Background: an optimization exercise with open tools, aiming at small area, a short achievable clock period and few clock cycles per item. Do not read the settings as production practice.
Function was checked by simulation only, so behaviour that the tests miss may differ from the original.
Power figures rest on the tool's default switching activity, not on a simulated workload.

==> 04-19 <==
// gan_v3
module gan_v3 #(parameter WIDTH=32)
(
    input wire clk,
    input wire rst,
    input wire signed [WIDTH-1:0] data_in,
    input wire [7:0] addr,
    input wire we,
    input wire start,
    output reg signed [WIDTH-1:0] data_out,
    output reg data_valid
);
Settings: LEC_CHECK=0, ABC_CLOCK_PERIOD_IN_PS=3000, CAP_MARGIN=20, CORE_MARGIN=2, CORE_UTILIZATION=45, SETUP_SLACK_MARGIN=5, SLEW_MARGIN=20; clock period 10.0 ns.
standard.sh (not shown) runs the stock make flow with config.mk's settings and CLKGATE_MAP_FILE= SYNTH_SCRIPT=/design/flow/synth_recipe.tcl, a recipe that flattens the netlist after the stock synthesis.
==> flow/flow/run.sh <==
#!/bin/bash
set -euo pipefail
bash standard.sh SETUP_SLACK_MARGIN=6.6 finish > standard_flow.log 2>&1
==> 02-14 (differences from 04-19) <==
--- a/flow/design.v
+++ b/flow/design.v
@@ -6,17 +6,19 @@
     input wire [7:0] addr,
     input wire we,
     input wire start,
     output reg signed [WIDTH-1:0] data_out,
     output reg data_valid
 );
     reg        r_we;
     reg [7:0]  r_addr;
-    reg [31:0] r_data;
+    reg [31:0] r_data;        
+    reg        r_neg;         
+    wire [31:0] r_val = r_neg ? 32'd0 : r_data;
     reg        r_rst;
     reg        loading;       
     reg        running;       
     reg [6:0]  step;
     reg [31:0] x [0:3];
     reg [31:0] w [0:53];
     reg [31:0] b [0:18];      
     reg        c0_v, c0_first, c0_last, c0_f0; reg [53:0] c0_wsel; reg [4:0] c0_src; reg [4:0] c0_b; reg [2:0] c0_oc;
@@ -91,20 +93,22 @@
         endcase
     end
     wire ld = loading | r_rst;
     wire trig = we & ~rst & ld & (addr == 8'd76);
     always @(posedge clk) begin
         r_rst <= rst;
         if (ld) begin
             r_data <= data_in;
+            r_neg <= 1'b0;
             r_addr <= addr;
             r_we <= we & ~rst;
         end else begin
-            r_data <= yfwd;
+            r_data <= acc;
+            r_neg <= acc[31];
             r_addr <= {3'd0, c3_b} + 8'd58;
             r_we <= c3_last;
         end
         if (rst | r_rst) data_valid <= 1'b0;
         else if (c3_oc == 3'd4) data_valid <= 1'b1;
         {c0_src, c0_f0, c0_first, c0_b} <= {m_src, m_f0, m_first, m_b};
         c0_wsel <= m_v ? (54'd1 << m_w) : 54'd0;    
         {c1_first, c1_b} <= {c0_first, c0_b};
@@ -132,36 +136,36 @@
             {c1_v, c1_last, c1_oc} <= {c0_v, c0_last, c0_oc};
             {c2_last, c2_oc} <= {c1_last, c1_oc};
             {c3_last, c3_oc} <= {c2_last, c2_oc};
         end
     end
     integer i;
     always @(posedge clk) begin
         if (r_we) begin
-            for (i = 0; i < 4; i = i + 1) if (r_addr == i) x[i] <= r_data;
-            for (i = 0; i < 54; i = i + 1) if (r_addr == i + 4) w[i] <= r_data;
-            for (i = 0; i < 19; i = i + 1) if (r_addr == i + 58) b[i] <= r_data;
+            for (i = 0; i < 4; i = i + 1) if (r_addr == i) x[i] <= r_val;
+            for (i = 0; i < 54; i = i + 1) if (r_addr == i + 4) w[i] <= r_val;
+            for (i = 0; i < 19; i = i + 1) if (r_addr == i + 58) b[i] <= r_val;
         end
     end
     reg [31:0] asel, wsel;
     always @(*) begin
         case (c0_src)
             5'd0: asel = b[0];
             5'd1: asel = b[1];
             5'd2: asel = b[2];
             5'd3: asel = b[3];
             5'd4: asel = b[4];
             5'd5: asel = b[9];
             5'd6: asel = b[10];
             5'd7: asel = b[11];
             5'd8: asel = b[12];
             5'd9: asel = b[13];
             5'd10: asel = b[14];
-            5'd11: asel = r_data;
+            5'd11: asel = r_val;
             5'd12: asel = x[0];
             5'd13: asel = x[1];
             5'd14: asel = x[2];
             default: asel = x[3];
         endcase
         wsel = 32'd0;
         for (i = 0; i < 54; i = i + 1) wsel = wsel | (w[i] & {32{c0_wsel[i]}});
     end
@@ -244,19 +248,22 @@
     wire [31:0] base_s = c2_first ? 32'd0 : acc_s;
     wire [31:0] base_c = c2_first ? 32'd0 : acc_c;
     wire [63:0] g2 = red8({br1, nrow, {s1b[31:16], 16'd0}, {s1b[15:0], 16'd0}, s1a[63:32], s1a[31:0],
                            base_c, base_s});
     always @(posedge clk) begin
         acc_s <= g2[31:0];
         acc_c <= g2[63:32];
     end
-    always @(posedge clk) begin
+    reg [31:0] dsel;
+    always @(*) begin
         case (c3_oc)
-            3'd1: data_out <= b[15];
-            3'd2: data_out <= b[16];
-            3'd3: data_out <= b[17];
-            3'd4: data_out <= yfwd;
-            3'd5: data_out <= r_data;
-            default: data_out <= b[18];
+            3'd1: dsel = b[15];
+            3'd2: dsel = b[16];
+            3'd3: dsel = b[17];
+            3'd5: dsel = r_val;
+            default: dsel = b[18];
         endcase
     end
+    always @(posedge clk) begin
+        data_out <= (c3_oc == 3'd4) ? yfwd : dsel;
+    end
 endmodule
==> flow/flow/run.sh (replaced) <==
#!/bin/bash
set -euo pipefail
bash standard.sh SETUP_SLACK_MARGIN=6.7 finish > standard_flow.log 2>&1
Settings changed: CORE_UTILIZATION 45 to 60, CTS_CLUSTER_DIAMETER set to 60, CTS_CLUSTER_SIZE set to 26.
==> 08-18 (differences from 04-19) <==
--- a/flow/design.v
+++ b/flow/design.v
@@ -6,17 +6,19 @@
     input wire [7:0] addr,
     input wire we,
     input wire start,
     output reg signed [WIDTH-1:0] data_out,
     output reg data_valid
 );
     reg        r_we;
     reg [7:0]  r_addr;
-    reg [31:0] r_data;
+    reg [31:0] r_data;        
+    reg        r_neg;         
+    wire [31:0] r_val = r_neg ? 32'd0 : r_data;
     reg        r_rst;
     reg        loading;       
     reg        running;       
     reg [6:0]  step;
     reg [31:0] x [0:3];
     reg [31:0] w [0:53];
     reg [31:0] b [0:18];      
     reg        c0_v, c0_first, c0_last, c0_f0; reg [53:0] c0_wsel; reg [4:0] c0_src; reg [4:0] c0_b; reg [2:0] c0_oc;
@@ -91,20 +93,22 @@
         endcase
     end
     wire ld = loading | r_rst;
     wire trig = we & ~rst & ld & (addr == 8'd76);
     always @(posedge clk) begin
         r_rst <= rst;
         if (ld) begin
             r_data <= data_in;
+            r_neg <= 1'b0;
             r_addr <= addr;
             r_we <= we & ~rst;
         end else begin
-            r_data <= yfwd;
+            r_data <= acc;
+            r_neg <= acc[31];
             r_addr <= {3'd0, c3_b} + 8'd58;
             r_we <= c3_last;
         end
         if (rst | r_rst) data_valid <= 1'b0;
         else if (c3_oc == 3'd4) data_valid <= 1'b1;
         {c0_src, c0_f0, c0_first, c0_b} <= {m_src, m_f0, m_first, m_b};
         c0_wsel <= m_v ? (54'd1 << m_w) : 54'd0;    
         {c1_first, c1_b} <= {c0_first, c0_b};
@@ -132,36 +136,36 @@
             {c1_v, c1_last, c1_oc} <= {c0_v, c0_last, c0_oc};
             {c2_last, c2_oc} <= {c1_last, c1_oc};
             {c3_last, c3_oc} <= {c2_last, c2_oc};
         end
     end
     integer i;
     always @(posedge clk) begin
         if (r_we) begin
-            for (i = 0; i < 4; i = i + 1) if (r_addr == i) x[i] <= r_data;
-            for (i = 0; i < 54; i = i + 1) if (r_addr == i + 4) w[i] <= r_data;
-            for (i = 0; i < 19; i = i + 1) if (r_addr == i + 58) b[i] <= r_data;
+            for (i = 0; i < 4; i = i + 1) if (r_addr == i) x[i] <= r_val;
+            for (i = 0; i < 54; i = i + 1) if (r_addr == i + 4) w[i] <= r_val;
+            for (i = 0; i < 19; i = i + 1) if (r_addr == i + 58) b[i] <= r_val;
         end
     end
     reg [31:0] asel, wsel;
     always @(*) begin
         case (c0_src)
             5'd0: asel = b[0];
             5'd1: asel = b[1];
             5'd2: asel = b[2];
             5'd3: asel = b[3];
             5'd4: asel = b[4];
             5'd5: asel = b[9];
             5'd6: asel = b[10];
             5'd7: asel = b[11];
             5'd8: asel = b[12];
             5'd9: asel = b[13];
             5'd10: asel = b[14];
-            5'd11: asel = r_data;
+            5'd11: asel = r_val;
             5'd12: asel = x[0];
             5'd13: asel = x[1];
             5'd14: asel = x[2];
             default: asel = x[3];
         endcase
         wsel = 32'd0;
         for (i = 0; i < 54; i = i + 1) wsel = wsel | (w[i] & {32{c0_wsel[i]}});
     end
@@ -244,19 +248,22 @@
     wire [31:0] base_s = c2_first ? 32'd0 : acc_s;
     wire [31:0] base_c = c2_first ? 32'd0 : acc_c;
     wire [63:0] g2 = red8({br1, nrow, {s1b[31:16], 16'd0}, {s1b[15:0], 16'd0}, s1a[63:32], s1a[31:0],
                            base_c, base_s});
     always @(posedge clk) begin
         acc_s <= g2[31:0];
         acc_c <= g2[63:32];
     end
-    always @(posedge clk) begin
+    reg [31:0] dsel;
+    always @(*) begin
         case (c3_oc)
-            3'd1: data_out <= b[15];
-            3'd2: data_out <= b[16];
-            3'd3: data_out <= b[17];
-            3'd4: data_out <= yfwd;
-            3'd5: data_out <= r_data;
-            default: data_out <= b[18];
+            3'd1: dsel = b[15];
+            3'd2: dsel = b[16];
+            3'd3: dsel = b[17];
+            3'd5: dsel = r_val;
+            default: dsel = b[18];
         endcase
     end
+    always @(posedge clk) begin
+        data_out <= (c3_oc == 3'd4) ? yfwd : dsel;
+    end
 endmodule
Settings changed: CORE_UTILIZATION 45 to 55, CTS_CLUSTER_DIAMETER set to 60, CTS_CLUSTER_SIZE set to 20.
==> notes <==
02-14 passed the timing, DRC and antenna checks. 04-19 produced a clean layout. 08-18 ran to the end with no violations. In 08-18 the routed wire length is larger than in 02-14, by about 1.7%. Of 02-14 and 04-19, 04-19 has the higher final area (gap about 3.6%, measured against 04-19). In sequential power, 08-18 and 04-19 hardly differ. Combinational power: 04-19 > 08-18 > 02-14. Against 04-19, the die area of 02-14 is smaller by about 25%.
Testbench counts of 04-19, summed over its fixed seeds: cycles 13,728, inferences 96.
Testbench counts of 02-14, summed over its fixed seeds: cycles 13,728, inferences 96.
Testbench counts of 08-18, summed over its fixed seeds: cycles 13,728, inferences 96.

-- separate check: timing with driven ports --
Ports are ideal in the flow. The routed layouts listed here were re-timed in OpenROAD. Step 1: set_driving_cell puts a clkbuf_16 on clk and a buf_2 on each other input, an assumption about the parent block. Step 2, shift: input delay + t, output delay - t, t = (earliest + latest rising clock arrival at the registers) / 2. This alone moves slack from input paths to output paths. Three values: no drivers, after step 1, after step 2; two values: the first two.
| run | shift t [ns] | setup slack, ns | hold WS [ns] | worst register clock-pin slew, ns | worst data-port slew with drivers (ns) |
|---|---|---|---|---|---|
| 04-19 | 0.962 | 6.520 / 6.488 / 6.050 | 0.327 / 0.327 / 0.327 | 0.08 / 0.08 | 0.05 |
| 02-14 | 0.967 | 6.479 / 6.436 / 6.082 | 0.323 / 0.323 / 0.323 | 0.11 / 0.11 | 0.09 |
| 08-18 | 0.960 | 6.538 / 6.457 / 6.055 | 0.330 / 0.330 / 0.330 | 0.09 / 0.09 | 0.07 |
After both steps setup and hold are still met in every run listed. The setup slack of 08-18, which loses most, moves by -0.081 ns with the drivers and by -0.483 ns with both steps.
